What follows belongs to an exercise in optimizing a design on an open flow for small area and few clock cycles per item; a production flow would make more cautious choices. At most, simulation tests tie the RTL to the original design; equivalence was not proved. No functional check of the RTL was part of run 3. Power and IR drop assume default switching activity.

## flow/config.mk

```make
export PLATFORM = sky130hd
export DESIGN_NAME = top
export DESIGN_NICKNAME = top
export VERILOG_FILES = /design/flow/design.v
export SDC_FILE = /design/flow/constraint.sdc
export NUM_CORES = 4
export LEC_CHECK = 0
export ABC_AREA = 1
export CAP_MARGIN = 20
export CORE_MARGIN = 2
export CORE_UTILIZATION = 65
export CTS_BUF_LIST = sky130_fd_sc_hd__clkbuf_8
export CTS_CLUSTER_DIAMETER = 60
export CTS_CLUSTER_SIZE = 30
export GPL_TIMING_DRIVEN = 0
export SETUP_SLACK_MARGIN = 0.15
export SLEW_MARGIN = 20
```

## flow/run.sh

```bash
#!/bin/bash
# synth_recipe.tcl (not shown) runs the flow's synth.tcl, then flattens the netlist and writes it again
# the make line also repeats each setting of config.mk as NAME=value (left out here)
make -C /OpenROAD-flow-scripts/flow DESIGN_CONFIG=/design/flow/config.mk WORK_HOME=/design/flow/orfs CLKGATE_MAP_FILE= SYNTH_SCRIPT=/design/flow/synth_recipe.tcl finish
```

## flow/design.v

```verilog
module top (clock, start, BestDist, motionX, motionY, AddressR, AddressS1, AddressS2, R, S1, S2, completed);
	input clock;
	input start;
	output [7:0] BestDist;
	output [3:0] motionX, motionY;
	output completed;
	input [7:0] R, S1, S2;
	output [7:0] AddressR;
	output [9:0] AddressS1, AddressS2;
	localparam IDLE = 3'd0, FILL = 3'd1, RUN = 3'd2, SEL = 3'd3, DONE = 3'd4;
	reg [2:0] st;
	reg [7:0] p;           
	reg [3:0] phi;         
	reg pass2;
	reg [3:0] K;           
	reg [7:0] n;           
	reg [7:0] best;
	reg [3:0] mvx, mvy;
	assign AddressR  = p;
	wire [3:0] am1 = p[7:4] - 4'd1;
	wire [3:0] Kc;         
	wire sw;               
	wire [4:0] r1k = {1'b0, K} + {1'b0, p[7:4]};
	wire [4:0] r2k = {1'b0, K} + {1'b0, am1};
	wire [4:0] r1 = sw ? r1k + 5'd1 : r1k;
	wire [4:0] r2 = sw ? r2k + 5'd1 : r2k;
	assign AddressS1 = {r1, 1'b0, p[3:0]};
	assign AddressS2 = {r2, 1'b1, p[3:0]};
	assign completed = (st == DONE);
	assign BestDist  = best;
	assign motionX   = mvx;
	assign motionY   = mvy;
	wire [8*16-1:0] rin;    
	wire [15:0] th_all;
	genvar g;
	generate for (g = 0; g < 16; g = g + 1) begin : thd
		assign th_all[g] = (p[3:0] >= g);
	end endgenerate
	wire [8*16-1:0] accs;
	wire [15:0] alive;
	wire load = ((st == RUN) && (n == 8'd0)) || sw;
	wire rebias = (st == SEL) && any_alive;
	wire [7:0] dlt;         
	assign rin[7:0] = R;
	genvar j;
	generate
		for (j = 0; j < 16; j = j + 1) begin : pe
			PE u (.clock(clock), .r(rin[8*j+7:8*j]), .s1(S1), .s2(S2), .use_s1(th_all[j]),
			      .load(load), .rebias(rebias), .nb(~best), .dlt(dlt),
			      .acc(accs[8*j+7:8*j]), .alive(alive[j]));
			if (j < 15) begin : rp
				reg [7:0] rpipe;
				always @(posedge clock) rpipe <= rin[8*j+7:8*j];
				assign rin[8*j+15:8*j+8] = rpipe;
			end
		end
	endgenerate
	reg [7:0] selv;
	reg [3:0] seli;
	integer q;
	always @* begin
		selv = 8'd0;
		seli = 4'd0;
		for (q = 15; q >= 0; q = q - 1)
			if (alive[q]) begin
				selv = accs[8*q +: 8];
				seli = q;
			end
	end
	assign dlt = ~selv;
	wire any_alive = |alive;
	wire last_row = (K == 4'd15);
	localparam [7:0] T1 = 8'd32;
	wire found = ~best[5];                  
	wire give_up = !pass2 && !found && (phi == 4'd14);
	wire row_out = ((st == RUN) && (n != 8'd0) || (st == SEL)) && !any_alive;
	wire pass_end = row_out && last_row;
	wire to_done = pass_end && (pass2 || found);
	wire new_pass = (pass_end && !to_done) || (give_up && (st == RUN || st == SEL));
	assign sw = row_out && !to_done && !new_pass;
	assign Kc = sw ? K + 4'd1 : K;
	reg [2:0] st_n;
	reg [3:0] K_n;
	reg [7:0] n_n;
	always @* begin
		st_n = st;
		K_n = Kc;
		n_n = n + 8'd1;
		case (st)
			IDLE: begin st_n = FILL; K_n = 4'd0; n_n = 8'd0; end
			FILL: if (n == 8'd13) begin st_n = RUN; n_n = 8'd0; end
			RUN: if (!sw && n == 8'd255) st_n = SEL;
			default: ;
		endcase
		if (sw) begin
			st_n = RUN;
			n_n = 8'd1;
		end
		if (to_done) st_n = DONE;
		if (new_pass) begin
			st_n = RUN;
			n_n = 8'd0;
			K_n = 4'd0;
		end
		if (!start) st_n = IDLE;
	end
	wire [7:0] p_n = start ? p + 8'd1 : 8'd0;
	always @(posedge clock) begin
		st <= st_n;
		K <= K_n;
		n <= n_n;
		p <= p_n;
		if (st == IDLE) phi <= 4'd0;
		else if (p == 8'hFF) phi <= phi + 4'd1;
		if (st == IDLE) pass2 <= 1'b0;
		else if (new_pass) pass2 <= 1'b1;
		if (st == IDLE)
			best <= T1;
		else if (new_pass)
			best <= 8'hFF;
		else if (rebias) begin
			best <= selv + best + 8'd1;
			mvx <= {~seli[3], seli[2:0]};
			mvy <= {~K[3], K[2:0]};
		end
	end
endmodule
module PE (clock, r, s1, s2, use_s1, load, rebias, nb, dlt, acc, alive);
	input clock;
	input [7:0] r, s1, s2;
	input use_s1, load, rebias;
	input [7:0] nb;         
	input [7:0] dlt;        
	output reg [7:0] acc;
	output alive;
	wire [7:0] s = use_s1 ? s1 : s2;
	wire [8:0] t = {1'b0, r} + {1'b0, ~s};
	wire c = t[8];
	wire [7:0] x = load ? nb : acc;
	wire [7:0] y = rebias ? dlt : (t[7:0] ^ {8{~c}});
	wire ci = c & ~rebias;
	wire [8:0] sum = {1'b0, x} + {1'b0, y} + {8'd0, ci};
	assign alive = ~&acc;
	always @(posedge clock) acc <= sum[8] ? 8'hFF : sum[7:0];
endmodule
```

## flow/constraint.sdc

```tcl
create_clock -name core_clock -period 5.5 [get_ports {clock}]
set_input_delay 1.1000 -clock core_clock [delete_from_list [all_inputs] [get_ports {clock}]]
set_output_delay 1.1000 -clock core_clock [all_outputs]
set_load 0.01 [all_outputs]
```

==> results.cfg, run 1 <==
[global_routing]
grt_pass1_wl_um = 119000
antenna_found_initial = 3
grt_start_max_net_pins = 19
grt_overflow = 0
first_global_vias = 21900
grt.total_usage_pct = 40.5

[synth]
yosys.cell_types.count = 43
ys_warn_count = 2
synth_edf_count = 8
postSynth.asyncResetShare_pct = 0
postSynthAreaPerCell_sq_um = 6.96
netlist_area_sq_um = 23400
ys.flop_type = dfxtp_1
synth_cells = 3363
yosysSeqAreaShare_pct = 25.3
synth-seq-cells = 292
syn-num-nets = 3709

[floorplanning]
dieWidth_um = 194
die_area_sq_um = 37500
fp-row-count = 69
ioPinCount = 71
fp.dieH_um = 194
core_sq_um = 35500
start_util_pct = 65.9

[sta]
fin_crit_ns = 5.20
worst_slew_pin_slew_ns = 0.914
fmax_mhz = 192
rsz0062_at_grt = yes
finalHoldViolCount = 0
max_slew_margin_pct = 39.1
min_period_over_period_pct = 94.6
maxSlewViolCount = 0
whs_ns = 0.343
setup-violations-final = 0
final.setup_skew_ns = 0.0320

[cells_and_area]
final_area_sq_um = 26200
fin_nets = 3834
drive_gt1_share_pct = 8.03
area_growth_pct = 12.1
stdcell_count = 3975

[clocking]
cts_tree = yes
cts_max_level = 1
cts.path.max_buffers = 3
clkTransAtPathRegs_ns = 0.12
root_buffer = clkbuf_8
clock-sinks = 292
postCtsHoldBufs = 0
clock_latency_ns = 0.68
cts_buffers = 31

[route]
firstDrtPassIters = 6
totalWireLength_um = 79200
wl_per_cell_um = 19.9
via_per_inst = 5.91
drcViolationCount = 0
dr.first_iter.drc_count = 2862
vias = 23500
drtAntennaViolNets = 0

[worst_setup_path]
reg2reg_depth = 28
crit_type = flop to flop
cp-startpoint = p[3]$_SDFF_PN0_
endpoint = pe[12].u.acc[5]$_SDFF_PP1_
cp_max_fo = 11
rr_endpoint = pe[12].u.acc[5]$_SDFF_PP1_
cp-end-kind = flop
r2r_slack_ns = 0.30
critPathSlowestCell = fa_1
worst_ep_arrival_time_ns = 5.75
cp-start-kind = flop
critPathMaxStageDelay_ns = 0.48
required_ns = 6.05
timing.rr.start = p[3]$_SDFF_PN0_

[placement]
placed_cell_area_sq_um = 24600
hpwl_um = 62400
portBuffers = 60
dp.cells = 3884
place.gp.congestion = 1.03

[status]
status = timing/DRC/antenna clean

[pwr]
pwr_density_cell_nw_per_um2 = 512
leakage_nw = 12.9
total_power_mw = 13.4
irDropWorstVdd_mv = 0.611

[worst_hold_path]
hp-class = flop to flop

[job]
drv_cap = 0
[report_power, final]
part           internal [mW]  leakage, nW  switching [mW]  total (mW)
clock                  0.768        0.369           0.937        1.70
combinational           3.35         10.1            5.38        8.72
sequential              2.63         2.44           0.362        2.99
[cell families after synthesis]
family / synth area share (%)
and+or+nand+nor: 20.5
AOI/OAI and AO/OA: 17.3
buffers and inverters: 9.10
other: 0.0321
xor gates and xnor gates: 9.02
adders and majority gates: 18.7
DFF: 25.3
[registers in the layout, indices dropped and copies added (netlist names)]
register,cells
K,4
best,8
mvx,4
mvy,4
n,8
p,8
pass2,1
pe.rp.rpipe,120
pe.u.acc,128
phi,4
st,3
[placed cells by master (no fill, tap or decap), types with 25 or more instances in the layout]
cell and instances:
xor2_1 96, nand3_1 94, nor2_1 158, o21bai_1 34, buf_4 48, ha_1 265
clkbuf_8 35, o21ai_0 403, a21oi_1 239, xnor2_1 145, nand2_1 838, dfxtp_1 280
or2_2 25, nor3_1 27, clkdlybuf4s50_1 56, fa_1 40, clkbuf_1 27, inv_1 431
[final cells by class]
class / count / area [sq um]
inverter: 444 / 1700
timing repair buffer: 91 / 821
clock buffer: 35 / 482
buffer: 104 / 627
tap: 461 / 577
clock inverter: 23 / 254
multi-input combinational: 2524 / 15800
antenna: 1 / 2.50
fill: 2918 / 9260
sequential: 292 / 5940
[routing by layer]
metal / wire (um) / track usage, %
met5: 0 / 0
met2: 32800 / 60.9
met4: 4830 / 20.9
met1: 32000 / 54.9
met3: 9580 / 8.31
[critical path: cells and delay by family (launching register included)]
kind	cells	cell delay [ns]
fa+ha+maj	4	1.30
flops	1	0.38
compound gates	13	1.95
buf+inv	6	0.88
simple gates	5	0.52
[cell usage after synthesis, types with 2 or more instances]
library cell | count | area share [%]
nand2_1 | 854 | 14
inv_1 | 434 | 7.0
o21ai_0 | 420 | 9.0
dfxtp_1 | 284 | 24
ha_1 | 269 | 14
a21oi_1 | 258 | 5.5
nor2_1 | 162 | 2.6
xnor2_1 | 145 | 5.4
xor2_1 | 96 | 3.6
nand3_1 | 95 | 2.0
clkbuf_1 | 65 | 1.0
fa_1 | 51 | 4.4
o21bai_1 | 34 | 1.1
nor3_1 | 27 | 0.58
or2_2 | 25 | 0.67
buf_2 | 22 | 0.47
a211o_1 | 15 | 0.56
buf_4 | 12 | 0.39
nand4_1 | 12 | 0.32
clkinv_1 | 10 | 0.16
o21ai_1 | 10 | 0.21
edfxtp_1 | 8 | 1.0
o22ai_1 | 8 | 0.21
nand3b_1 | 7 | 0.22
nor2_2 | 6 | 0.16
a31oi_1 | 5 | 0.13
buf_1 | 5 | 0.080
o31ai_1 | 4 | 0.13
a211oi_1 | 2 | 0.064
a21o_1 | 2 | 0.064
and3_1 | 2 | 0.053
conb_1 | 2 | 0.032
nor3b_1 | 2 | 0.064
[stage by stage]
step	setup WS (ns)	TNS (ns)	utilization [%]
after global placement	-1.27	-123.65	69.3
final	0.296	0	73.9
after global routing	0.0431	0	73.9
after CTS	0.145	0	72.4
after detailed placement	-1.42	-142.68	69.3
after floorplan	0.202	0	-
[what timing repair did]
item                                    in CTS  in global routing
buffers inserted                             5                 26
endpoints found under the setup margin     128                133
gates resized for setup                    103                165
gates cloned                                 0                  1
pin swaps                                    2                 26
[worst min-delay path by stage]
stage / from / to / slack, ns / cells after the start
after floorplan: pe[9].rp.rpipe[0]$_DFF_P_ / pe[10].rp.rpipe[0]$_DFF_P_ / 0.34 / 0
after global placement: pe[0].rp.rpipe[5]$_DFF_P_ / pe[1].rp.rpipe[5]$_DFF_P_ / 0.34 / 0
after detailed placement: pe[0].rp.rpipe[7]$_DFF_P_ / pe[1].rp.rpipe[7]$_DFF_P_ / 0.34 / 0
after CTS: pe[0].rp.rpipe[3]$_DFF_P_ / pe[1].rp.rpipe[3]$_DFF_P_ / 0.35 / 0
after global routing: pe[0].rp.rpipe[3]$_DFF_P_ / pe[1].rp.rpipe[3]$_DFF_P_ / 0.36 / 0
final: pe[0].rp.rpipe[3]$_DFF_P_ / pe[1].rp.rpipe[3]$_DFF_P_ / 0.34 / 0
Testbench counts, summed over its fixed seeds: cycles 26,779, searches 48.
==> run 2: changes to the inputs <==
--- a/flow/config.mk
+++ b/flow/config.mk
@@ -7,5 +7,5 @@
 export LEC_CHECK = 0
 export ABC_AREA = 1
-export CAP_MARGIN = 20
+export CAP_MARGIN = 5
 export CORE_MARGIN = 2
 export CORE_UTILIZATION = 65
@@ -14,4 +14,4 @@
 export CTS_CLUSTER_SIZE = 30
 export GPL_TIMING_DRIVEN = 0
-export SETUP_SLACK_MARGIN = 0.15
-export SLEW_MARGIN = 20
+export SETUP_SLACK_MARGIN = 0.1
+export SLEW_MARGIN = 5
==> results.cfg, run 2 <==
[status]
status = timing/DRC/antenna clean

[clocking]
clock_latency_ns = 0.60
cts_buffers = 34
clock-sinks = 292
cts.path.max_buffers = 3
cts_max_level = 2
clkTransAtPathRegs_ns = 0.09
root_buffer = clkbuf_8
cts_tree = yes

[sta]
max_slew_margin_pct = 16.9
rsz0062_at_grt = yes
worst_slew_pin_slew_ns = 1.24
finalHoldViolCount = 0
min_period_over_period_pct = 94.8
fmax_mhz = 192
finalWorstSetupSlack_ns = 0.288
fin_crit_ns = 5.21
setup-violations-final = 0
maxSlewViolCount = 0
final.setup_skew_ns = 0.0412

[worst_setup_path]
critPathMaxStageDelay_ns = 0.47
cp_max_fo = 10
crit_type = flop to flop
cp-start-kind = flop
cp-startpoint = p[1]$_SDFF_PN0_
reg2reg_depth = 26
crit_cells = 26
timing.rr.start = p[1]$_SDFF_PN0_
critPathBufInv = 6
cp_top_family = adder cells
cpMostUsedCell = nand2_1
required_ns = 5.99
worst_ep_arrival_time_ns = 5.70
cp-end-kind = flop
critPathSlowestCell = fa_1

[placement]
post-place-ws_ns = -1.42
place.gp.congestion = 1.06
portBuffers = 60
placed_cell_area_sq_um = 24600
hpwl_um = 62600

[cells_and_area]
largest_reg_flops = 128
area_growth_pct = 11.8
filler_cell_count = 2905
diodes = 0
final_cell_mix = nand2_1, inv_1, o21ai_0
largest_registers = pe.u.acc x128, pe.rp.rpipe x120
regMostFlops = pe.u.acc
mostFrequentLayoutCell = nand2_1
final_area_sq_um = 26200
fin_nets = 3834
drive_gt1_share_pct = 8.03
fin_util_pct = 73.7

[route]
totalWireLength_um = 79300
dr.first_iter.drc_count = 2383
wl_per_cell_um = 19.9
drtAntennaViolNets = 0
vias = 23500
firstDrtPassIters = 6
drcViolationCount = 0
via_per_inst = 5.92

[job]
drv_cap = 0

[floorplanning]
core_sq_um = 35500
die_area_sq_um = 37500
fp-row-count = 69
ioPinCount = 71
dieWidth_um = 194
start_util_pct = 65.9
fp.dieH_um = 194

[global_routing]
grt_pass1_wl_um = 120000
grt_start_max_net_pins = 19
grt_overflow = 0
grt.total_usage_pct = 41.0
first_global_vias = 22100
antenna_found_initial = 1

[synth]
synth_top_area_cell = dfxtp_1
postSynth.asyncResetShare_pct = 0
ys.flop_type = dfxtp_1
netlist_area_sq_um = 23400
yosys-top-cells-area = dfxtp_1, ha_1, nand2_1
synth_edf_count = 8
yosys.cell_types.count = 43
yosysSeqAreaShare_pct = 25.3
syn-num-nets = 3709
synthTopCellsByCount = nand2_1, inv_1, o21ai_0
yosysMostFrequentCell = nand2_1
postSynthAreaPerCell_sq_um = 6.96
synth_cells = 3363
ys_warn_count = 2
synth_top_cell_area_share_pct = 24.3
synth-seq-cells = 292

[worst_hold_path]
hold-path-cell-count = 0
hold_start = pe[7].rp.rpipe[2]$_DFF_P_
hp-class = flop to flop

[pwr]
leakage_nw = 12.9
pwr_density_cell_nw_per_um2 = 513
irDropWorstVdd_mv = 0.531
[run 2: cell counts after synthesis]
Identical to the previous run, type by type.
[run 2: power breakdown]
part           switching, mW  total (mW)  leakage (nW)  internal, mW
logic                   5.32        8.63          10.1          3.32
clock network          0.972        1.76         0.391         0.786
registers              0.380        3.01          2.44          2.63
total                   6.67        13.4          12.9          6.73
[run 2: routing by layer]
metal	global-route usage, %	vias up	part of all wire, %
met1	55.1	10700	41
met5	0	-	0.016
met4	19.8	2	5.8
met2	62.5	1436	42
li1	-	11100	-
met3	8.85	290	12
[run 2: area by class of cell]
type	instances	area (sq um)	share of cell area [%]
Tap cell	461	577	2.21
Sequential cell	292	5940	22.7
Timing Repair Buffer	89	798	3.05
Multi-Input combinational cell	2523	15800	60.3
Clock buffer	38	523	2.00
Inverter	444	1700	6.51
Clock inverter	23	249	0.952
Buffer	104	597	2.28
[run 2: through the flow]
stage               setup TNS, ns  hold WS (ns)  power [mW]  std cells
finish                          0         0.336        13.4       3974
global route                    0         0.325        14.5       3974
CTS                             0         0.334        12.9       3948
detailed placement        -138.36         0.344        11.0       3884
global placement          -124.25         0.341        10.6       3884
floorplan                       0         0.337        9.01       3363
[run 2: path summary, 6_finish.rpt]
kind                                                   end  slack, ns
worst min register to register   pe[8].rp.rpipe[2]$_DFF_P_       0.34
worst min-delay path             pe[8].rp.rpipe[2]$_DFF_P_       0.34
worst max register to register  pe[13].u.acc[6]$_SDFF_PP1_       0.29
worst max-delay path            pe[13].u.acc[6]$_SDFF_PP1_       0.29
[run 2: repair_timing]
| action | 4_1_cts | 5_1_grt |
|---|---|---|
| pin swaps | 5 | 23 |
| endpoints found under the setup margin | 128 | 128 |
| endpoints found under the hold margin | 0 | 0 |
| buffers inserted | 3 | 26 |
| resized for setup | 96 | 167 |
| cloned | 0 | 0 |
| hold buffers | 0 | 0 |
[run 2: worst reg2reg max path: stages, from the launching register on]
cell        delay, ns
dfxtp_4          0.42
clkinvlp_4       0.14
buf_4            0.16
ha_4             0.20
a21oi_4          0.19
clkbuf_4         0.21
o21ai_0          0.09
ha_1             0.23
fa_1             0.41
nand3_1          0.09
nand2_1          0.08
a21oi_1          0.14
o21ai_0          0.14
a211o_1          0.31
nand2_2          0.12
buf_6            0.16
xnor2_1          0.08
nand2_1          0.09
nand2_1          0.10
fa_1             0.47
fa_1             0.41
inv_1            0.10
a31oi_2          0.15
o31ai_2          0.28
buf_4            0.16
xor2_1           0.14
nand2_1          0.06
[run 2: kinds of logic after synthesis]
family / share of synthesized area, %
simple gates: 20.5
compound gates: 17.3
buf+inv: 9.10
fa+ha+maj: 18.7
flops: 25.3
xor+xnor: 9.02
other cells: 0.0321
==> run 3: changes to the inputs <==
--- a/flow/design.v
+++ b/flow/design.v
@@ -21,8 +21,6 @@
 	wire [3:0] Kc;         
 	wire sw;               
-	wire [4:0] r1k = {1'b0, K} + {1'b0, p[7:4]};
-	wire [4:0] r2k = {1'b0, K} + {1'b0, am1};
-	wire [4:0] r1 = sw ? r1k + 5'd1 : r1k;
-	wire [4:0] r2 = sw ? r2k + 5'd1 : r2k;
+	wire [4:0] r1 = {1'b0, K} + {1'b0, p[7:4]} + {4'd0, sw};
+	wire [4:0] r2 = {1'b0, K} + {1'b0, am1} + {4'd0, sw};
 	assign AddressS1 = {r1, 1'b0, p[3:0]};
 	assign AddressS2 = {r2, 1'b1, p[3:0]};
--- a/flow/config.mk
+++ b/flow/config.mk
@@ -7,5 +7,5 @@
 export LEC_CHECK = 0
 export ABC_AREA = 1
-export CAP_MARGIN = 5
+export CAP_MARGIN = 20
 export CORE_MARGIN = 2
 export CORE_UTILIZATION = 65
@@ -15,3 +15,3 @@
 export GPL_TIMING_DRIVEN = 0
 export SETUP_SLACK_MARGIN = 0.1
-export SLEW_MARGIN = 5
+export SLEW_MARGIN = 20
==> results.cfg, run 3 <==
[status]
status = timing/DRC/antenna clean

[floorplanning]
fp.dieH_um = 192
start_util_pct = 66.2
ioPinCount = 71
fp-row-count = 68
core_sq_um = 34700
dieWidth_um = 192
die_area_sq_um = 36900

[worst_setup_path]
required_ns = 4.40
critPathBufInv = 4
cp_top_family = simple AND/OR/NAND/NOR gates
reg2reg_depth = 26
critPathMaxStageDelay_ns = 0.53
cp-end-kind = output pin
cp_max_fo = 10
cp_cell_sequence = nand4_1 > or2_1 > buf_2 > nor2_4 > nand2_2 > nor2_1 > nand2_2 > nor2_4 > inv_1 > nor2_4 > nand2_4 > fa_1 > fa_1 > inv_1 > clkdlybuf4s50_1
crit_type = flop to output pin
critPathSlowestCell = clkdlybuf4s50_1
cp-start-kind = flop
worst_ep_arrival_time_ns = 4.18
crit_cells = 15
cpMostUsedCell = nor2_4

[route]
totalWireLength_um = 78100
wl_per_cell_um = 20.3
dr.first_iter.drc_count = 2252
drtAntennaViolNets = 0
vias = 23000
drcViolationCount = 0
firstDrtPassIters = 6
via_per_inst = 5.97

[synth]
netlist_area_sq_um = 23000
synth_top_cell_area_share_pct = 24.7
syn-num-nets = 3561
postSynth.asyncResetShare_pct = 0
synth_edf_count = 8
synth_fa_ha_area_share_pct = 19.0
ys_warn_count = 2
synth-simple-area-share_pct = 19.3
synthMuxAreaShare_pct = 0
postSynthAreaPerCell_sq_um = 7.14
synth-seq-cells = 292
yosysSeqAreaShare_pct = 25.8
yosys.cell_types.count = 47
synth_xor_area_share_pct = 9.53
yosys-top-cells-area = dfxtp_1, ha_1, nand2_1
synth_compound_area_share_pct = 17.7
synth_cells = 3217
synth_top_family_by_area = simple AND/OR/NAND/NOR gates
synthTopCellsByCount = nand2_1, inv_1, o21ai_0
ys.flop_type = dfxtp_1
yosysMostFrequentCell = nand2_1
synth_top_area_cell = dfxtp_1

[pwr]
p_int_mw = 7.05
swShare_pct = 51.0
p_seq_share_pct = 21.4
pwr_density_cell_nw_per_um2 = 550
switchingPower_mw = 7.34
leakage_nw = 12.7
p_comb_share_pct = 66.5
total_power_mw = 14.4
p_clk_share_pct = 12.0
irDropWorstVdd_mv = 0.585

[clocking]
root_buffer = clkbuf_8
clock-sinks = 292
clock_latency_ns = 0.68
cts.path.max_buffers = 3
cts_buffers = 31
cts_max_level = 1
clkTransAtPathRegs_ns = 0.11
cts_tree = yes

[global_routing]
grt_start_max_net_pins = 20
first_global_vias = 21400
grt.total_usage_pct = 41.4
grt_pass1_wl_um = 117000
antenna_found_initial = 1
grt_overflow = 0

[cells_and_area]
filler_cell_count = 2731
largest_registers = pe.u.acc x128, pe.rp.rpipe x120
area_growth_pct = 13.8
mostFrequentLayoutCell = nand2_1
fin_nets = 3718
drive_gt1_share_pct = 9.68
final_cell_mix = nand2_1, inv_1, o21ai_0
largest_reg_flops = 128
regMostFlops = pe.u.acc

[sta]
maxSlewViolCount = 0
worst_slew_pin_slew_ns = 1.11
fmax_mhz = 189
rsz0062_at_grt = yes
min_period_over_period_pct = 96.0
final.setup_skew_ns = 0.0330
max_slew_margin_pct = 25.8
setup-violations-final = 0
fin_tns_setup_ns = 0
finalWorstSetupSlack_ns = 0.221
finalHoldViolCount = 0
fin_crit_ns = 5.28

[worst_hold_path]
hold-path-cell-count = 0
hp-class = flop to flop

[placement]
post-place-ws_ns = -1.60
place.gp.congestion = 1.03
hpwl_um = 61000
portBuffers = 68

[job]
drv_cap = 0
==> run 3: changes by cell type in the layout (fill, tap and decap cells not counted), moves of 10 or more <==
cell / before / now
nand2_1: 837 / 727
clkbuf_2: 23 / 13
buf_4: 46 / 70
nand2_4: 4 / 14
nor2_1: 159 / 128
o21ai_0: 397 / 276
a21oi_1: 240 / 228
xor2_1: 96 / 107
inv_1: 432 / 404
o21ai_1: 22 / 142
==> run 3: what timing repair did <==
item	4_1_cts	5_1_grt
resized for setup	126	153
hold buffers	0	0
pin swaps	14	41
setup endpoints to repair	137	137
buffers inserted	9	47
==> run 3: worst register-to-register path, stage by stage (launching register included) <==
cell      delay [ns]
dfxtp_2         0.39
buf_8           0.17
nand2_4         0.14
nor2_4          0.21
clkbuf_2        0.26
o21ai_0         0.11
ha_1            0.21
fa_1            0.42
nand3_1         0.10
nand2_1         0.09
a21oi_1         0.16
o21ai_0         0.16
a211o_1         0.33
nand2_2         0.19
inv_1           0.10
a21oi_1         0.12
o21ai_0         0.10
nand2_1         0.16
fa_1            0.20
inv_1           0.06
fa_1            0.40
a31oi_1         0.29
o31ai_1         0.15
nand2_1         0.08
nand2_1         0.08
a21oi_4         0.24
o21ai_0         0.13
==> run 3: final timing paths <==
check                                                from                          to  slack, ns
worst min-delay path            pe[7].rp.rpipe[5]$_DFF_P_   pe[8].rp.rpipe[5]$_DFF_P_       0.35
worst min register to register  pe[7].rp.rpipe[5]$_DFF_P_   pe[8].rp.rpipe[5]$_DFF_P_       0.35
worst max-delay path            pe[8].u.acc[5]$_SDFF_PP1_                AddressS2[6]       0.22
worst max register to register            p[2]$_SDFF_PN0_  pe[14].u.acc[5]$_SDFF_PP1_       0.28
==> run 3: layout make-up <==
class                           instances  area, sq um  area share [%]
Tap cell                              455          569            2.18
Sequential cell                       292         5950            22.7
Timing Repair Buffer                  124         1110            4.24
Clock inverter                         24          300            1.15
Antenna cell                            1         2.50         0.00957
Buffer                                 96          536            2.05
Multi-Input combinational cell       2415        15700            59.9
Inverter                              414         1570            6.01
Clock buffer                           33          454            1.74
==> run 3: through the flow <==
step	cells	util (%)	instance area [sq um]	hold slack (ns)
finish	3854	75.4	26200	0.354
detailed placement	3740	69.8	24200	0.344
floorplan	3217	-	23000	0.334
global placement	3740	69.8	24200	0.338
global route	3853	75.3	26200	0.354
CTS	3806	73.3	25400	0.357
==> run 3: kinds of logic (layout without fill, tap and decap cells) <==
family          Yosys count  after routing
simple gates           1081           1081
compound gates          764            764
buf+inv                 510            691
fa+ha+maj               318            318
flops                   292            292
xor+xnor                250            250
other cells               2              3
==> run 3: routing by layer <==
layer | up-vias | global-route usage, % | routed length, um | share of wire (%)
met5 | - | 0 | 12 | 0.015
met4 | 2 | 20.5 | 4680 | 6.0
met3 | 301 | 8.11 | 8440 | 11
met2 | 1314 | 63.2 | 32700 | 42
met1 | 10500 | 55.8 | 32300 | 41
li1 | 10800 | - | - | -
==> run 3: power groups by stage <==
stage	combinational (mW)	sequential, mW	clock [mW]
4_1_cts	9.01	3.05	1.73
2_1_floorplan	6.74	2.94	0
6_report	9.57	3.09	1.73
3_3_place_gp	8.37	3.09	0
5_1_grt	10.6	3.12	1.79
3_5_place_dp	8.75	3.09	0
==> run 4: changes to the inputs <==
--- a/flow/design.v
+++ b/flow/design.v
@@ -25,5 +25,4 @@
 	assign AddressS1 = {r1, 1'b0, p[3:0]};
 	assign AddressS2 = {r2, 1'b1, p[3:0]};
-	assign completed = (st == DONE);
 	assign BestDist  = best;
 	assign motionX   = mvx;
@@ -77,4 +76,5 @@
 	wire new_pass = (pass_end && !to_done) || (give_up && (st == RUN || st == SEL));
 	assign sw = row_out && !to_done && !new_pass;
+	assign completed = (st == DONE) || to_done;
 	assign Kc = sw ? K + 4'd1 : K;
 	reg [2:0] st_n;
--- a/flow/config.mk
+++ b/flow/config.mk
@@ -9,5 +9,5 @@
 export CAP_MARGIN = 20
 export CORE_MARGIN = 2
-export CORE_UTILIZATION = 65
+export CORE_UTILIZATION = 55
 export CTS_BUF_LIST = sky130_fd_sc_hd__clkbuf_8
 export CTS_CLUSTER_DIAMETER = 60
==> results.cfg, run 4 <==
[worst_hold_path]
hold_path_end = pe[4].rp.rpipe[6]$_DFF_P_
hp-class = flop to flop
hold_start = pe[3].rp.rpipe[6]$_DFF_P_
hold-path-cell-count = 0

[route]
drcViolationCount = 0
drtAntennaViolNets = 0
vias = 22800
firstDrtPassIters = 6
via_per_inst = 5.71
wl_per_cell_um = 20.4
dr.first_iter.drc_count = 2358
totalWireLength_um = 81700

[sta]
setup-violations-final = 0
finalHoldViolCount = 0
max_slew_margin_pct = 30.5
min_period_over_period_pct = 94.7
whs_ns = 0.359
maxSlewViolCount = 0
fin_crit_ns = 5.21
worst_slew_pin_slew_ns = 1.04
final.setup_skew_ns = 0.0244
rsz0062_at_grt = yes
fin_tns_setup_ns = 0
fmax_mhz = 192

[floorplanning]
start_util_pct = 55.4
dieWidth_um = 209
core_sq_um = 41800
ioPinCount = 71
fp.dieH_um = 209
die_area_sq_um = 43700
fp-row-count = 75

[placement]
hpwl_um = 65700
placed_cell_area_sq_um = 24500
place.gp.congestion = 0.982
portBuffers = 68

[worst_setup_path]
critPathMaxStageDelay_ns = 0.42
critPathSlowestCell = fa_1
cpMostUsedCell = nand2_1
cp-end-kind = flop
worst_ep_arrival_time_ns = 5.72
required_ns = 6.01
rr_endpoint = pe[5].u.acc[7]$_SDFF_PP1_
cp_max_fo = 10
cp-start-kind = flop
crit_type = flop to flop
r2r_slack_ns = 0.29
timing.rr.start = p[1]$_SDFF_PN0_
reg2reg_depth = 32

[synth]
synth_cells = 3284
postSynth.asyncResetShare_pct = 0
yosys-top-cells-area = dfxtp_1, ha_1, nand2_1
synthTopCellsByCount = nand2_1, o21ai_0, inv_1
synth_top_cell_area_share_pct = 24.6
yosysMostFrequentCell = nand2_1
ys_warn_count = 2
syn-num-nets = 3628
ys.flop_type = dfxtp_1
postSynthAreaPerCell_sq_um = 7.04
synth_edf_count = 8
yosysSeqAreaShare_pct = 25.6
synth-seq-cells = 292
yosys.cell_types.count = 41
synth_top_area_cell = dfxtp_1
netlist_area_sq_um = 23100

[cells_and_area]
diodes = 0
largest_registers = pe.u.acc x128, pe.rp.rpipe x120
drive_gt1_share_pct = 9.03
largest_reg_flops = 128
mostFrequentLayoutCell = nand2_1
fin_util_pct = 63.0
final_cell_mix = nand2_1, o21ai_0, inv_1
final_area_sq_um = 26300
fin_nets = 3775
regMostFlops = pe.u.acc
area_growth_pct = 13.8

[global_routing]
antenna_found_initial = 0
grt_overflow = 0
grt.total_usage_pct = 37.0
first_global_vias = 21900
grt_pass1_wl_um = 124000
grt_start_max_net_pins = 18

[clocking]
clock-sinks = 292
postCtsHoldBufs = 0
cts.path.max_buffers = 3
cts_buffers = 36
root_buffer = clkbuf_8
clock_latency_ns = 0.62
clkTransAtPathRegs_ns = 0.09
cts_tree = yes
cts_max_level = 2

[status]
status = timing/DRC/antenna clean

[pwr]
pwr_density_cell_nw_per_um2 = 547
total_power_mw = 14.4
irDropWorstVdd_mv = 0.242
leakage_nw = 12.7

[job]
drv_cap = 0
run 4: changes by cell type after synthesis, sizes merged, moves of 5 or more:
cell / change
xnor2: -17
a21oi: +45
nand3: +6
o21ai: +21
nand2: +23
a211oi: -5
clkbuf: +8
xor2: -14
run 4: layout make-up:
| class | instances | area, sq um |
|---|---|---|
| Tap cell | 539 | 674 |
| Clock inverter | 25 | 253 |
| Buffer | 100 | 571 |
| Clock buffer | 39 | 537 |
| Timing Repair Buffer | 109 | 997 |
| Sequential cell | 292 | 5940 |
| Inverter | 418 | 1590 |
| Fill cell | 3873 | 15400 |
| Multi-Input combinational cell | 2474 | 15800 |
run 4: worst max-delay path: cells and delay by family (launching register included):
family,cells,cell delay [ns]
AO/OA/AOI/OAI,11,1.72
buffers and inverters,7,0.79
adder cells (fa/ha/maj),5,1.41
AND/OR/NAND/NOR,9,0.79
flip-flops,1,0.41
run 4: worst max path at each step:
stage	startpoint	end	slack (ns)	depth (start not counted)
2_1_floorplan	p[1]$_SDFF_PN0_	pe[13].u.acc[5]$_SDFF_PP1_	0.15	28
3_3_place_gp	S1[1]	pe[10].u.acc[5]$_SDFF_PP1_	-1.45	24
3_5_place_dp	S1[1]	pe[10].u.acc[5]$_SDFF_PP1_	-1.53	24
4_1_cts	p[1]$_SDFF_PN0_	pe[13].u.acc[5]$_SDFF_PP1_	0.06	28
5_1_grt	p[2]$_SDFF_PN0_	pe[6].u.acc[5]$_SDFF_PP1_	0.04	28
6_report	p[1]$_SDFF_PN0_	pe[5].u.acc[7]$_SDFF_PP1_	0.29	32
run 4: kinds of logic (layout without fill, tap and decap cells):
kind of cell / after synthesis / after routing / synth area share [%]
and+or+nand+nor: 1111 / 1112 / 19.6
DFF: 292 / 292 / 25.6
other: 2 / 2 / 0.0325
xor gates and xnor gates: 219 / 219 / 8.29
AOI/OAI and AO/OA: 823 / 823 / 18.8
adders and majority gates: 318 / 318 / 18.9
buffers and inverters: 519 / 691 / 8.72
run 4: per-layer routing:
metal  routed length (um)  global-route usage (%)  vias to the layer above  part of all wire, %
li1                     -                       -                    11000                    -
met1                36200                    50.9                    10600                   44
met2                35000                    57.3                      955                   43
met3                 6510                    5.95                      223                  8.0
met4                 4040                    16.4                        0                  4.9
met5                    0                       0                        -                    0
run 4: what timing repair did:
item	CTS	global route
pin swaps	12	37
resized for setup	112	172
endpoints found under the setup margin	136	136
cloned	0	2
setup buffers	9	31
run 4: metrics by stage:
stage,cells,setup WS [ns]
after global placement,3891,-1.45
after CTS,3963,0.0625
after global routing,3996,0.0428
after detailed placement,3891,-1.53
after floorplan,3284,0.149
final,3996,0.290
run 4: where the power goes:
| group | total (mW) | switching (mW) | internal [mW] |
|---|---|---|---|
| clock | 1.80 | 0.998 | 0.803 |
| combinational | 9.56 | 5.92 | 3.64 |
| sequential | 3.04 | 0.395 | 2.65 |
| total | 14.4 | 7.31 | 7.09 |
Testbench counts of run 4, summed over its fixed seeds: cycles 26,731, searches 48.
==> run 5: changes to the inputs <==
--- a/flow/config.mk
+++ b/flow/config.mk
@@ -9,5 +9,5 @@
 export CAP_MARGIN = 20
 export CORE_MARGIN = 2
-export CORE_UTILIZATION = 55
+export CORE_UTILIZATION = 70
 export CTS_BUF_LIST = sky130_fd_sc_hd__clkbuf_8
 export CTS_CLUSTER_DIAMETER = 60
==> results.cfg, run 5 <==
[worst_setup_path]
worst_ep_arrival_time_ns = 5.89
cp-start-kind = flop
cp-startpoint = p[1]$_SDFF_PN0_
crit_type = flop to flop
cpMostUsedCell = nand2_1
cp_max_fo = 10
critPathSlowestCell = fa_1
timing.rr.start = p[1]$_SDFF_PN0_
required_ns = 6.02
critPathMaxStageDelay_ns = 0.47
cp-end-kind = flop

[cells_and_area]
regArea_sq_um = 5950
multi_input_area_sq_um = 15800
stdcell_count = 3904
drive_gt1_share_pct = 8.99
final_area_sq_um = 26200
largest_reg_flops = 128
regMostFlops = pe.u.acc
area_growth_pct = 13.4
mostFrequentLayoutCell = nand2_1
fin_nets = 3782
final_cell_mix = nand2_1, o21ai_0, inv_1
largest_registers = pe.u.acc x128, pe.rp.rpipe x120
filler_cell_count = 2256

[clocking]
cts.path.max_buffers = 3
cts_max_level = 1
root_buffer = clkbuf_8
cts_tree = yes
clock_latency_ns = 0.67
clock-sinks = 292
cts_buffers = 29
clkTransAtPathRegs_ns = 0.12
postCtsHoldBufs = 0

[synth]
ys.flop_type = dfxtp_1
yosys.cell_types.count = 41
synth_cells = 3284
synth_top_area_cell = dfxtp_1
synth_edf_count = 8
postSynthAreaPerCell_sq_um = 7.04
synthTopCellsByCount = nand2_1, o21ai_0, inv_1
synth-seq-cells = 292
yosysSeqAreaShare_pct = 25.6
yosys-top-cells-area = dfxtp_1, ha_1, nand2_1
netlist_area_sq_um = 23100
synth_top_cell_area_share_pct = 24.6
yosysMostFrequentCell = nand2_1
syn-num-nets = 3628
postSynth.asyncResetShare_pct = 0
ys_warn_count = 2

[placement]
portBuffers = 68
hpwl_um = 63300
placed_cell_area_sq_um = 24400
dp.cells = 3794
place.gp.congestion = 1.05

[global_routing]
grt_start_max_net_pins = 22
first_global_vias = 22800
grt_overflow = 0
grt.total_usage_pct = 46.4
grt_pass1_wl_um = 122000
antenna_found_initial = 3

[worst_hold_path]
hp-class = flop to flop
hold_start = pe[0].rp.rpipe[2]$_DFF_P_

[floorplanning]
dieWidth_um = 186
ioPinCount = 71
core_sq_um = 32500
fp.dieH_um = 186
die_area_sq_um = 34500
start_util_pct = 71.1
fp-row-count = 66

[pwr]
leakage_nw = 12.8
irDropWorstVdd_mv = 0.414
total_power_mw = 14.5
pwr_density_cell_nw_per_um2 = 553

[sta]
setup-violations-final = 0
worst_slew_pin_slew_ns = 1.22
whs_ns = 0.358
fin_crit_ns = 5.38
rsz0062_at_grt = yes
fmax_mhz = 186
maxSlewViolCount = 0
max_slew_margin_pct = 18.1
min_period_over_period_pct = 97.7
final.setup_skew_ns = 0.0515
finalHoldViolCount = 0

[route]
dr.first_iter.drc_count = 3162
via_per_inst = 6.22
totalWireLength_um = 84700
firstDrtPassIters = 9
drtAntennaViolNets = 0
drcViolationCount = 0
wl_per_cell_um = 21.7
vias = 24300

[status]
status = timing/DRC/antenna clean

[job]
drv_cap = 0
[run 5: changes by cell type in the layout (fill, tap and decap cells not counted), moves of 3 or more]
cell,before,now
inv_6,5,2
inv_12,0,3
clkinv_8,1,5
clkinvlp_4,10,5
nand2_1,761,765
buf_4,51,69
nand2_2,11,7
clkbuf_8,39,32
[run 5: layer usage]
layer	GRT usage [%]	vias up	wire length, um
met3	11.9	485	10900
li1	-	11100	-
met4	27.7	4	6230
met5	0	-	25
met2	71.3	1753	35700
met1	58.7	11000	31800
[run 5: critical path, delay by kind of cell (launching register included)]
family          cells  cell delay [ns]
compound gates     11             1.65
xor+xnor            1             0.09
fa+ha+maj           5             1.68
buf+inv             4             0.39
flops               1             0.41
simple gates        8             0.99
[run 5: final timing paths]
check        slack, ns  depth (start not counted)                        end
max               0.12                         29  pe[9].u.acc[5]$_SDFF_PP1_
min               0.36                          0  pe[1].rp.rpipe[2]$_DFF_P_
max reg2reg       0.12                         29  pe[9].u.acc[5]$_SDFF_PP1_
min reg2reg       0.36                          0  pe[1].rp.rpipe[2]$_DFF_P_
[run 5: cell families (layout without fill, tap and decap cells)]
kind of cell,Yosys count,after routing,synth area share [%]
buffers and inverters,519,695,8.72
AOI/OAI and AO/OA,823,823,18.8
DFF,292,292,25.6
and+or+nand+nor,1111,1112,19.6
xor gates and xnor gates,219,219,8.29
other,2,3,0.0325
adders and majority gates,318,318,18.9
[run 5: what timing repair did]
| item | CTS | global route |
|---|---|---|
| resized for setup | 118 | 167 |
| pin swaps | 9 | 46 |
| cloned | 0 | 2 |
| endpoints found under the setup margin | 134 | 136 |
| buffers inserted | 6 | 47 |
[run 5: per-stage QoR]
step           TNS [ns]  setup WS [ns]  util, %
2_1_floorplan         0          0.149        -
3_3_place_gp    -106.81          -1.20     74.9
3_5_place_dp    -128.90          -1.38     74.9
4_1_cts               0         0.0496     78.4
5_1_grt         -0.0409        -0.0409     80.6
6_report              0          0.124     80.6
[run 5: cell type report]
type | instances | area share [%]
Multi-Input combinational cell | 2474 | 60.1
Inverter | 418 | 6.04
Sequential cell | 292 | 22.7
Antenna cell | 1 | 0.00954
Timing Repair Buffer | 122 | 4.14
Buffer | 101 | 2.18
Clock buffer | 31 | 1.63
Tap cell | 442 | 2.11
Clock inverter | 23 | 1.14
[run 5: report_power, final]
group          switching [mW]  internal [mW]  total [mW]
clock network            1.03          0.662        1.69
registers               0.417           2.65        3.06
logic                    6.08           3.67        9.75
total                    7.52           6.98        14.5
==> run 6: changes to the inputs <==
--- a/flow/config.mk
+++ b/flow/config.mk
@@ -9,5 +9,5 @@
 export CAP_MARGIN = 20
 export CORE_MARGIN = 2
-export CORE_UTILIZATION = 70
+export CORE_UTILIZATION = 65
 export CTS_BUF_LIST = sky130_fd_sc_hd__clkbuf_8
 export CTS_CLUSTER_DIAMETER = 60
==> results.cfg, run 6 <==
[status]
status = timing/DRC/antenna clean

[synth]
synthMuxAreaShare_pct = 0
yosys-top-cells-area = dfxtp_1, ha_1, nand2_1
netlist_area_sq_um = 23100
yosys.cell_types.count = 41
synth_xor_area_share_pct = 8.29
synth_edf_count = 8
syn-num-nets = 3628
yosysMostFrequentCell = nand2_1
ys_warn_count = 2
yosysSeqAreaShare_pct = 25.6
postSynth.asyncResetShare_pct = 0
synth_compound_area_share_pct = 18.8
synth-seq-cells = 292
synth_cells = 3284
synthTopCellsByCount = nand2_1, o21ai_0, inv_1
synth_fa_ha_area_share_pct = 18.9
synth_top_cell_area_share_pct = 24.6
ys.flop_type = dfxtp_1
postSynthAreaPerCell_sq_um = 7.04
synth_top_family_by_area = simple AND/OR/NAND/NOR gates
synth-simple-area-share_pct = 19.6
synth_top_area_cell = dfxtp_1

[route]
drtAntennaViolNets = 0
wl_per_cell_um = 20.6
vias = 23500
firstDrtPassIters = 7
totalWireLength_um = 80500
dr.first_iter.drc_count = 2590
via_per_inst = 6.00
drcViolationCount = 0

[floorplanning]
core_sq_um = 35300
ioPinCount = 71
die_area_sq_um = 37100
fp-row-count = 69
start_util_pct = 65.5
dieWidth_um = 193
fp.dieH_um = 193

[sta]
min_period_over_period_pct = 97.0
final.setup_skew_ns = 0.0456
setup-violations-final = 0
max_slew_margin_pct = 31.9
finalHoldViolCount = 0
worst_slew_pin_slew_ns = 1.02
maxSlewViolCount = 0
fin_crit_ns = 5.34
fmax_mhz = 187
whs_ns = 0.350
rsz0062_at_grt = yes

[pwr]
pwr_density_cell_nw_per_um2 = 548
leakage_nw = 12.7
p_comb_share_pct = 66.6
irDropWorstVdd_mv = 0.549
p_seq_share_pct = 21.3
total_power_mw = 14.3
swShare_pct = 51.2
p_int_mw = 6.99
switchingPower_mw = 7.34
p_clk_share_pct = 12.1

[worst_setup_path]
cpMostUsedCell = nand2_1
critPathSlowestCell = fa_1
crit_type = flop to flop
cp_max_fo = 10
cp-end-kind = flop
worst_ep_arrival_time_ns = 5.87
cp-start-kind = flop
cp-startpoint = p[0]$_SDFF_PN0_
critPathMaxStageDelay_ns = 0.43
required_ns = 6.04
reg2reg_depth = 28
timing.rr.start = p[0]$_SDFF_PN0_

[worst_hold_path]
hold_start = pe[3].rp.rpipe[7]$_DFF_P_
hold-path-cell-count = 0
hp-class = flop to flop

[clocking]
cts_buffers = 34
clkTransAtPathRegs_ns = 0.11
postCtsHoldBufs = 0
cts_tree = yes
clock-sinks = 292
clock_latency_ns = 0.65
cts_max_level = 2
cts.path.max_buffers = 3
root_buffer = clkbuf_8

[cells_and_area]
multi_input_area_sq_um = 15700
filler_cell_count = 2845
fin_util_pct = 74.0
mostFrequentLayoutCell = nand2_1
area_growth_pct = 13.0
regMostFlops = pe.u.acc
diodes = 0
regArea_sq_um = 5940
fin_nets = 3771
drive_gt1_share_pct = 8.55
stdcell_count = 3913
final_cell_mix = nand2_1, o21ai_0, inv_1
largest_reg_flops = 128
largest_registers = pe.u.acc x128, pe.rp.rpipe x120

[global_routing]
grt_start_max_net_pins = 22
antenna_found_initial = 3
grt.total_usage_pct = 42.5
grt_pass1_wl_um = 119000
grt_overflow = 0
first_global_vias = 21900

[placement]
dp.cells = 3813
hpwl_um = 62700
portBuffers = 68
place.gp.congestion = 1.03

[job]
drv_cap = 0
## run 6: cell count changes in the layout (fill, tap and decap cells not counted), sizes merged
| cell | before | now |
|---|---|---|
| clkbuf | 83 | 93 |
| dlygate4sd2 | 0 | 1 |
| clkinv | 6 | 10 |
| inv | 429 | 426 |
| clkdlybuf4s50 | 61 | 62 |
| diode | 1 | 0 |
| bufinv | 1 | 0 |
| clkdlybuf4s15 | 1 | 3 |
| buf | 105 | 85 |
| dlymetal6s2s | 4 | 2 |
| nand2 | 780 | 779 |
## run 6: kinds of logic (layout without fill, tap and decap cells)
logic type | after synthesis | count (layout)
xor+xnor | 219 | 219
compound gates | 823 | 823
fa+ha+maj | 318 | 318
flops | 292 | 292
other cells | 2 | 2
buf+inv | 519 | 687
simple gates | 1111 | 1111
## run 6: layout make-up
cell class                      instances  share of cell area (%)
Timing Repair Buffer                  107                    3.75
Buffer                                101                    2.19
Clock buffer                           38                    2.00
Sequential cell                       292                    22.7
Multi-Input combinational cell       2473                    60.1
Inverter                              418                    6.04
Clock inverter                         23                   0.933
Tap cell                              461                    2.21
## run 6: worst max-delay path: cells and delay by family (launching register included)
family | cells | cell delay, ns
DFF | 1 | 0.39
buffers and inverters | 5 | 0.72
adders and majority gates | 5 | 1.60
AOI/OAI and AO/OA | 10 | 1.66
and+or+nand+nor | 8 | 0.87
## run 6: path summary, 6_finish.rpt
check                           slack (ns)                         to
worst min-delay path                  0.35  pe[4].rp.rpipe[7]$_DFF_P_
worst min register to register        0.35  pe[4].rp.rpipe[7]$_DFF_P_
worst max register to register        0.16  pe[9].u.acc[5]$_SDFF_PP1_
worst max-delay path                  0.16  pe[9].u.acc[5]$_SDFF_PP1_
## run 6: what timing repair did
| action | CTS | global route |
|---|---|---|
| setup buffers | 11 | 28 |
| cloned | 0 | 0 |
| pin swaps | 13 | 37 |
| setup endpoints to repair | 135 | 136 |
| resized for setup | 110 | 153 |
## run 6: power groups by stage
| stage | Combinational, mW | Clock (mW) | Sequential [mW] |
|---|---|---|---|
| after floorplan | 6.63 | 0 | 2.91 |
| after global placement | 8.31 | 0 | 3.05 |
| after detailed placement | 8.67 | 0 | 3.06 |
| after CTS | 8.93 | 1.73 | 3.02 |
| after global routing | 10.6 | 1.79 | 3.08 |
| final | 9.54 | 1.73 | 3.05 |
## run 6: routing by layer
layer	wire [um]	global-route usage (%)
met1	32700	56.0
met2	34000	64.3
met3	9320	11.0
met4	4480	21.4
met5	19	0
## run 6: through the flow
step | TNS [ns] | setup WS [ns] | area [sq um]
floorplan | 0 | 0.149 | 23100
global placement | -111.12 | -1.31 | 24400
detailed placement | -124.90 | -1.37 | 24400
CTS | 0 | 0.0372 | 25500
global route | -0.665 | -0.0888 | 26100
finish | 0 | 0.164 | 26100
==> run 7: changes to the inputs <==
--- a/flow/config.mk
+++ b/flow/config.mk
@@ -9,9 +9,10 @@
 export CAP_MARGIN = 20
 export CORE_MARGIN = 2
-export CORE_UTILIZATION = 65
+export CORE_UTILIZATION = 60
 export CTS_BUF_LIST = sky130_fd_sc_hd__clkbuf_8
 export CTS_CLUSTER_DIAMETER = 60
 export CTS_CLUSTER_SIZE = 30
 export GPL_TIMING_DRIVEN = 0
-export SETUP_SLACK_MARGIN = 0.1
+export PLACE_DENSITY = 0.8
+export SETUP_SLACK_MARGIN = 0.05
 export SLEW_MARGIN = 20
==> results.cfg, run 7 <==
[status]
status = timing/DRC/antenna clean

[worst_setup_path]
crit_type = flop to output pin
cp_max_fo = 6
cp-start-kind = flop
required_ns = 4.40
worst_ep_arrival_time_ns = 4.20
cp-end-kind = output pin

[pwr]
irDropWorstVdd_mv = 0.264
pwr_density_cell_nw_per_um2 = 548
p_comb_share_pct = 66.6
p_seq_share_pct = 21.2
leakage_nw = 12.7
p_int_mw = 7.08
switchingPower_mw = 7.29
p_clk_share_pct = 12.3
total_power_mw = 14.4
swShare_pct = 50.8

[clocking]
clkTransAtPathRegs_ns = 0.11
clock_latency_ns = 0.68
postCtsHoldBufs = 0
clock-sinks = 292
cts_buffers = 31
cts.path.max_buffers = 3
cts_max_level = 1
cts_tree = yes
root_buffer = clkbuf_8

[route]
vias = 23100
wl_per_cell_um = 20.3
firstDrtPassIters = 7
dr.first_iter.drc_count = 2601
drtAntennaViolNets = 0
drcViolationCount = 0
totalWireLength_um = 80300
via_per_inst = 5.83

[cells_and_area]
mostFrequentLayoutCell = nand2_1
final_cell_mix = nand2_1, o21ai_0, inv_1
largest_reg_flops = 128
drive_gt1_share_pct = 8.52
fin_util_pct = 69.3
fin_nets = 3771
largest_registers = pe.u.acc x128, pe.rp.rpipe x120
final_area_sq_um = 26200
area_growth_pct = 13.4
regMostFlops = pe.u.acc
filler_cell_count = 3263

[global_routing]
grt_start_max_net_pins = 19
grt_use_met3_pct = 6.48
grt_overflow = 0
first_global_vias = 21900
grt-busiest-layer = met2
grt_pass1_wl_um = 120000
grt.met1_usage_pct = 51.5
antenna_found_initial = 3
grtUsageMet2_pct = 60.3
grt.total_usage_pct = 38.4

[sta]
maxSlewViolCount = 0
whs_ns = 0.352
worst_slew_pin_slew_ns = 1.22
finalWorstSetupSlack_ns = 0.198
fin_crit_ns = 5.30
min_period_over_period_pct = 96.4
rsz0062_at_grt = yes
fmax_mhz = 189
setup-violations-final = 0
final.setup_skew_ns = 0.0332
finalHoldViolCount = 0
max_slew_margin_pct = 18.2

[synth]
postSynthAreaPerCell_sq_um = 7.04
synth_top_cell_area_share_pct = 24.6
synth_edf_count = 8
synth_cells = 3284
synthTopCellsByCount = nand2_1, o21ai_0, inv_1
yosys-top-cells-area = dfxtp_1, ha_1, nand2_1
yosysSeqAreaShare_pct = 25.6
synth-seq-cells = 292
ys.flop_type = dfxtp_1
syn-num-nets = 3628
synth_top_area_cell = dfxtp_1
postSynth.asyncResetShare_pct = 0
yosys.cell_types.count = 41
yosysMostFrequentCell = nand2_1
ys_warn_count = 2
netlist_area_sq_um = 23100

[floorplanning]
fp.dieH_um = 200
fp-row-count = 71
start_util_pct = 61.1
die_area_sq_um = 40100
dieWidth_um = 200
ioPinCount = 71
core_sq_um = 37800

[job]
drv_cap = 0

[placement]
place.gp.congestion = 1.01
portBuffers = 68
placed_cell_area_sq_um = 24400
hpwl_um = 63500
post-place-ws_ns = -1.47

[worst_hold_path]
hp-class = flop to flop
==> run 7: changes by cell type in the layout (fill, tap and decap cells not counted), moves of 4 or more <==
cell,change
clkbuf_8,-6
inv_1,-5
bufinv_16,+4
buf_4,+7
==> run 7: metal layers <==
layer / up-vias / wire length (um)
li1: 11000 / -
met1: 10600 / 33200
met2: 1203 / 34600
met3: 262 / 8170
met4: 2 / 4280
met5: - / 9
==> run 7: area by class of cell <==
cell class                      instances  area, sq um  area share [%]
Buffer                                 97          533            2.03
Multi-Input combinational cell       2473        15700            60.0
Clock inverter                         24          320            1.22
Clock buffer                           32          440            1.68
Timing Repair Buffer                  114         1030            3.93
Sequential cell                       292         5940            22.6
Tap cell                              511          639            2.44
Antenna cell                            2         5.00          0.0191
Inverter                              418         1590            6.07
==> run 7: power groups by stage <==
stage                     Combinational (mW)  Clock (mW)  Sequential [mW]
after floorplan                         6.63           0             2.91
after global placement                  8.32           0             3.06
after detailed placement                8.72           0             3.06
after CTS                               8.96        1.76             3.02
after global routing                    10.7        1.83             3.08
final                                   9.56        1.76             3.04
==> run 7: logic make-up (layout without fill, tap and decap cells) <==
logic type,after synthesis,in the layout,synth area share (%)
fa+ha+maj,318,318,18.9
buf+inv,519,685,8.72
compound gates,823,823,18.8
other cells,2,4,0.0325
simple gates,1111,1111,19.6
xor+xnor,219,219,8.29
flops,292,292,25.6
==> run 7: worst paths after layout <==
kind                                                 start                          to  slack (ns)  depth (start not counted)
worst min-delay path            pe[10].rp.rpipe[4]$_DFF_P_  pe[11].rp.rpipe[4]$_DFF_P_        0.35                          0
worst max register to register             p[1]$_SDFF_PN0_  pe[13].u.acc[7]$_SDFF_PP1_        0.26                         28
worst min register to register  pe[10].rp.rpipe[4]$_DFF_P_  pe[11].rp.rpipe[4]$_DFF_P_        0.35                          0
worst max-delay path            pe[13].u.acc[5]$_SDFF_PP1_                AddressS2[6]        0.20                         13
==> run 7: repair_timing <==
| item | CTS | global route |
|---|---|---|
| hold endpoints to repair | 0 | 0 |
| gates resized for setup | 105 | 148 |
| setup endpoints to repair | 136 | 136 |
| pin swaps | 12 | 33 |
| setup buffers | 18 | 28 |
==> run 7: critical path, cell delays in order, from the launching register on <==
cell and delay, ns:
dfxtp_1 0.40, nand2_1 0.07, nor2_1 0.11, nand2_1 0.15
nor2_4 0.19, nand2_2 0.15, nor4_4 0.42, nand2_2 0.23
nor2_4 0.18, o211ai_4 0.14, fa_1 0.43, fa_1 0.45
inv_1 0.07, clkdlybuf4s50_1 0.53
==> run 7: metrics by stage <==
step | instances | setup TNS [ns]
floorplan | 3284 | 0
global placement | 3863 | -113.21
detailed placement | 3863 | -132.33
CTS | 3934 | 0
global route | 3961 | -0.113
finish | 3963 | 0
==> run 8: changes to the inputs <==
--- a/flow/config.mk
+++ b/flow/config.mk
@@ -13,6 +13,6 @@
 export CTS_CLUSTER_DIAMETER = 60
 export CTS_CLUSTER_SIZE = 30
+export GPL_ROUTABILITY_DRIVEN = 0
 export GPL_TIMING_DRIVEN = 0
-export PLACE_DENSITY = 0.8
 export SETUP_SLACK_MARGIN = 0.05
 export SLEW_MARGIN = 20
==> results.cfg, run 8 <==
[synth]
postSynthAreaPerCell_sq_um = 7.04
netlist_area_sq_um = 23100
yosysSeqAreaShare_pct = 25.6
yosys.cell_types.count = 41
synth-seq-cells = 292
synth_edf_count = 8
ys.flop_type = dfxtp_1
syn-num-nets = 3628
ys_warn_count = 2
postSynth.asyncResetShare_pct = 0
synth_top_cell_area_share_pct = 24.6
yosysMostFrequentCell = nand2_1
synth_top_area_cell = dfxtp_1
synthTopCellsByCount = nand2_1, o21ai_0, inv_1
yosys-top-cells-area = dfxtp_1, ha_1, nand2_1
synth_cells = 3284

[clocking]
cts_max_level = 1
clock_latency_ns = 0.69
postCtsHoldBufs = 0
cts_buffers = 31
clock-sinks = 292
cts.path.max_buffers = 3
cts_tree = yes
root_buffer = clkbuf_8
clkTransAtPathRegs_ns = 0.10

[worst_setup_path]
cp-start-kind = flop
critPathSlowestCell = clkdlybuf4s50_1
worst_ep_arrival_time_ns = 4.22
cp_cell_sequence = nand4_1 > or3_1 > nor4_4 > nand2_2 > nor2_4 > o211ai_4 > fa_1 > fa_1 > xnor2_1 > clkdlybuf4s50_1
crit_type = flop to output pin
cp-startpoint = pe[9].u.acc[4]$_SDFF_PP1_
cpMostUsedCell = fa_1
crit_cells = 10
reg2reg_depth = 28
cp_top_family = simple AND/OR/NAND/NOR gates
required_ns = 4.40
cp-end-kind = output pin
timing.rr.start = p[1]$_SDFF_PN0_
rr_endpoint = pe[13].u.acc[5]$_SDFF_PP1_
r2r_slack_ns = 0.21
critPathMaxStageDelay_ns = 0.57
cp_max_fo = 7
critPathBufInv = 1
endpoint = AddressS2[7]

[pwr]
irDropWorstVdd_mv = 0.258
pwr_density_cell_nw_per_um2 = 542
leakage_nw = 12.6

[placement]
portBuffers = 68
dp.cells = 3863
hpwl_um = 62900

[sta]
worst_slew_pin_slew_ns = 0.918
max_slew_margin_pct = 38.8
rsz0062_at_grt = yes
min_period_over_period_pct = 96.8
final.setup_skew_ns = 0.0210
maxSlewViolCount = 0
fmax_mhz = 188
fin_tns_setup_ns = 0
finalHoldViolCount = 0
setup-violations-final = 0
fin_crit_ns = 5.32

[floorplanning]
dieWidth_um = 200
start_util_pct = 61.1
fp-row-count = 71
die_area_sq_um = 40100
ioPinCount = 71
fp.dieH_um = 200
core_sq_um = 37800

[route]
via_per_inst = 5.82
vias = 23000
firstDrtPassIters = 6
totalWireLength_um = 78800
dr.first_iter.drc_count = 2463
drcViolationCount = 0
wl_per_cell_um = 19.9
drtAntennaViolNets = 0

[status]
status = timing/DRC/antenna clean

[global_routing]
grt.met1_usage_pct = 53.7
grt.total_usage_pct = 38.3
grt_use_met3_pct = 5.96
antenna_found_initial = 1
grt-busiest-layer = met2
grtUsageMet2_pct = 58.6
grt_start_max_net_pins = 20
grt_pass1_wl_um = 120000
first_global_vias = 21600
grt_overflow = 0

[worst_hold_path]
hold_start = pe[12].rp.rpipe[7]$_DFF_P_
hp-class = flop to flop

[cells_and_area]
drive_gt1_share_pct = 8.36
regMostFlops = pe.u.acc
largest_reg_flops = 128
largest_registers = pe.u.acc x128, pe.rp.rpipe x120
stdcell_count = 3957
filler_cell_count = 3361
diodes = 0
final_cell_mix = nand2_1, o21ai_0, inv_1
mostFrequentLayoutCell = nand2_1
fin_nets = 3765
area_growth_pct = 12.9

[job]
drv_cap = 0
run 8: cell counts after synthesis:
No cell type changed its count.
run 8: routing by layer:
metal / vias to the layer above / part of all wire, %
li1: 11000 / -
met2: 1149 / 42
met3: 218 / 9.8
met5: - / 0.014
met4: 2 / 4.7
met1: 10600 / 43
run 8: cell families (layout without fill, tap and decap cells):
kind of cell	count (synthesis)	after routing	synth area share, %
AOI/OAI and AO/OA	823	823	18.8
xor gates and xnor gates	219	219	8.29
adders and majority gates	318	318	18.9
buffers and inverters	519	681	8.72
DFF	292	292	25.6
other	2	2	0.0325
and+or+nand+nor	1111	1111	19.6
run 8: timing repair:
action | CTS | global route
resized for setup | 104 | 143
endpoints found under the setup margin | 134 | 136
pin swaps | 12 | 29
setup buffers | 11 | 28
cloned | 0 | 0
run 8: area by class of cell:
class,instances,area [sq um],share of cell area [%]
plain buffers,98,554,2.12
inverters,418,1580,6.07
well taps,511,639,2.45
clock buffers,33,454,1.74
flip-flops and latches,292,5940,22.7
repair buffers,107,977,3.74
clock inverters,25,248,0.949
multi-input cells,2473,15700,60.2
run 8: worst min-delay path by stage:
| stage | to | slack, ns | depth (start not counted) |
|---|---|---|---|
| after floorplan | pe[10].rp.rpipe[0]$_DFF_P_ | 0.33 | 0 |
| after global placement | pe[11].rp.rpipe[3]$_DFF_P_ | 0.34 | 0 |
| after detailed placement | pe[4].rp.rpipe[5]$_DFF_P_ | 0.34 | 0 |
| after CTS | pe[13].rp.rpipe[7]$_DFF_P_ | 0.36 | 0 |
| after global routing | pe[11].rp.rpipe[5]$_DFF_P_ | 0.36 | 0 |
| final | pe[13].rp.rpipe[7]$_DFF_P_ | 0.35 | 0 |
run 8: stage by stage:
step	cell area, sq um	total power, mW	hold slack, ns	util, %	setup slack (ns)
4_1_cts	25500	13.5	0.360	67.5	0.0508
3_5_place_dp	24400	11.7	0.344	64.6	-1.48
3_3_place_gp	24400	11.4	0.342	64.6	-1.35
5_1_grt	26100	15.4	0.360	69.0	-0.0230
6_report	26100	14.2	0.354	69.0	0.178
2_1_floorplan	23100	9.54	0.334	-	0.0724
run 8: where the power goes:
group          switching, mW  leakage (nW)  total (mW)  internal [mW]
registers              0.397          2.45        3.04           2.65
logic                   5.86          9.82        9.48           3.61
clock network           1.00         0.358        1.63          0.633
total                   7.26          12.6        14.2           6.89
==> run 9: changes to the inputs <==
--- a/flow/config.mk
+++ b/flow/config.mk
@@ -13,5 +13,4 @@
 export CTS_CLUSTER_DIAMETER = 60
 export CTS_CLUSTER_SIZE = 30
-export GPL_ROUTABILITY_DRIVEN = 0
 export GPL_TIMING_DRIVEN = 0
 export SETUP_SLACK_MARGIN = 0.05
==> results.cfg, run 9 <==
[synth]
ys_warn_count = 2
synth_cells = 3284
syn-num-nets = 3628
postSynthAreaPerCell_sq_um = 7.04
postSynth.asyncResetShare_pct = 0
netlist_area_sq_um = 23100
ys.flop_type = dfxtp_1
synth_compound_area_share_pct = 18.8
synth-simple-area-share_pct = 19.6
synth-seq-cells = 292
synthMuxAreaShare_pct = 0
synth_xor_area_share_pct = 8.29
yosysSeqAreaShare_pct = 25.6
synth_fa_ha_area_share_pct = 18.9
synth_edf_count = 8
synthTopCellsByCount = nand2_1, o21ai_0, inv_1
synth_top_area_cell = dfxtp_1

[global_routing]
grt_overflow = 0
first_global_vias = 21500
grt.total_usage_pct = 38.4
antenna_found_initial = 2
grt_start_max_net_pins = 21

[worst_setup_path]
cp_max_fo = 9
crit_type = flop to output pin
rr_endpoint = pe[9].u.acc[5]$_SDFF_PP1_
worst_ep_arrival_time_ns = 4.21
cp-start-kind = flop
timing.rr.start = p[1]$_SDFF_PN0_
reg2reg_depth = 28
r2r_slack_ns = 0.19
critPathMaxStageDelay_ns = 0.55

[worst_hold_path]
hold_path_end = pe[5].rp.rpipe[6]$_DFF_P_
hp-class = flop to flop
hold-path-cell-count = 0
hold_start = pe[4].rp.rpipe[6]$_DFF_P_

[cells_and_area]
regMostFlops = pe.u.acc
largest_registers = pe.u.acc x128, pe.rp.rpipe x120
mostFrequentLayoutCell = nand2_1
area_growth_pct = 12.8
final_cell_mix = nand2_1, o21ai_0, inv_1
filler_cell_count = 3401
fin_util_pct = 69.0
drive_gt1_share_pct = 8.21

[floorplanning]
fp-row-count = 71
core_sq_um = 37800
die_area_sq_um = 40100
fp.dieH_um = 200
dieWidth_um = 200

[route]
drtAntennaViolNets = 0
wl_per_cell_um = 20.2
totalWireLength_um = 79800
dr.first_iter.drc_count = 2591
vias = 23000

[placement]
hpwl_um = 63400

[clocking]
clock-sinks = 292
root_buffer = clkbuf_8
cts_tree = yes
clkTransAtPathRegs_ns = 0.12
cts.path.max_buffers = 3

[sta]
worst_slew_pin_slew_ns = 1.02
fin_tns_setup_ns = 0
setup-violations-final = 0
final.setup_skew_ns = 0.0253
fin_crit_ns = 5.31
rsz0062_at_grt = yes
finalHoldViolCount = 0
whs_ns = 0.349
fmax_mhz = 188

[pwr]
pwr_density_cell_nw_per_um2 = 543
irDropWorstVdd_mv = 0.266

[status]
status = timing/DRC/antenna clean
==> run 9: what timing repair did <==
action / 4_1_cts / 5_1_grt
pin swaps: 14 / 28
setup endpoints to repair: 136 / 130
hold buffers: 0 / 0
buffers inserted: 12 / 28
gates resized for setup: 106 / 130
hold endpoints to repair: 0 / 0
==> run 9: worst max-delay path by stage <==
stage                                     startpoint                          to  cells after the start  slack (ns)
after floorplan                                S1[0]   pe[7].u.acc[5]$_SDFF_PP1_                     26        0.07
after global routing                 p[2]$_SDFF_PN0_   pe[7].u.acc[5]$_SDFF_PP1_                     27       -0.01
after detailed placement                       S1[1]  pe[10].u.acc[5]$_SDFF_PP1_                     24       -1.47
after CTS                            p[0]$_SDFF_PN0_   pe[7].u.acc[5]$_SDFF_PP1_                     27        0.03
final                     pe[14].u.acc[1]$_SDFF_PP1_                AddressS2[6]                     13        0.19
after global placement                         S1[1]  pe[10].u.acc[5]$_SDFF_PP1_                     24       -1.37
==> run 9: power breakdown <==
group	internal (mW)	switching [mW]
registers	2.65	0.411
clock network	0.694	0.964
logic	3.61	5.83
==> run 9: worst max-delay path, delay by kind of cell (launching register included) <==
kind,cells,cell delay [ns]
AO/OA/AOI/OAI,1,0.15
buffers and inverters,2,0.62
AND/OR/NAND/NOR,8,1.47
adder cells (fa/ha/maj),2,0.89
flip-flops,1,0.40
==> run 9: per-stage QoR <==
| stage | setup WS [ns] | area [sq um] |
|---|---|---|
| after floorplan | 0.0724 | 23100 |
| after global placement | -1.37 | 24400 |
| after detailed placement | -1.47 | 24400 |
| after CTS | 0.0276 | 25600 |
| after global routing | -0.0135 | 26100 |
| final | 0.185 | 26100 |
==> run 9: cell families after synthesis <==
family,count (synthesis)
AOI/OAI and AO/OA,823
xor gates and xnor gates,219
adders and majority gates,318
buffers and inverters,519
DFF,292
other,2
and+or+nand+nor,1111
==> run 9: layer usage <==
| metal | share of wire, % | up-vias | track usage (%) |
|---|---|---|---|
| met2 | 42 | 1186 | 59.2 |
| met4 | 4.9 | 4 | 15.5 |
| met1 | 42 | 10600 | 53.6 |
| li1 | - | 11000 | - |
| met5 | 0.033 | - | 0 |
| met3 | 11 | 223 | 6.28 |
==> run 9: area by class of cell <==
class	instances	area (sq um)	area share, %
Multi-Input combinational cell	2473	15700	60.1
Buffer	99	551	2.11
Clock buffer	35	482	1.85
Tap cell	511	639	2.45
Sequential cell	292	5940	22.8
Timing Repair Buffer	108	987	3.78
Clock inverter	21	236	0.906
Inverter	418	1580	6.06
Antenna cell	1	2.50	0.00959

Re-timed with assumed drivers on the ports (clkbuf_16 on the clock, buf_2 on other inputs), run 9 has 0.126 ns of setup slack against 0.185 ns with ideal ports, and -0.416 ns once port delays also move by the mid clock arrival of 0.722 ns.
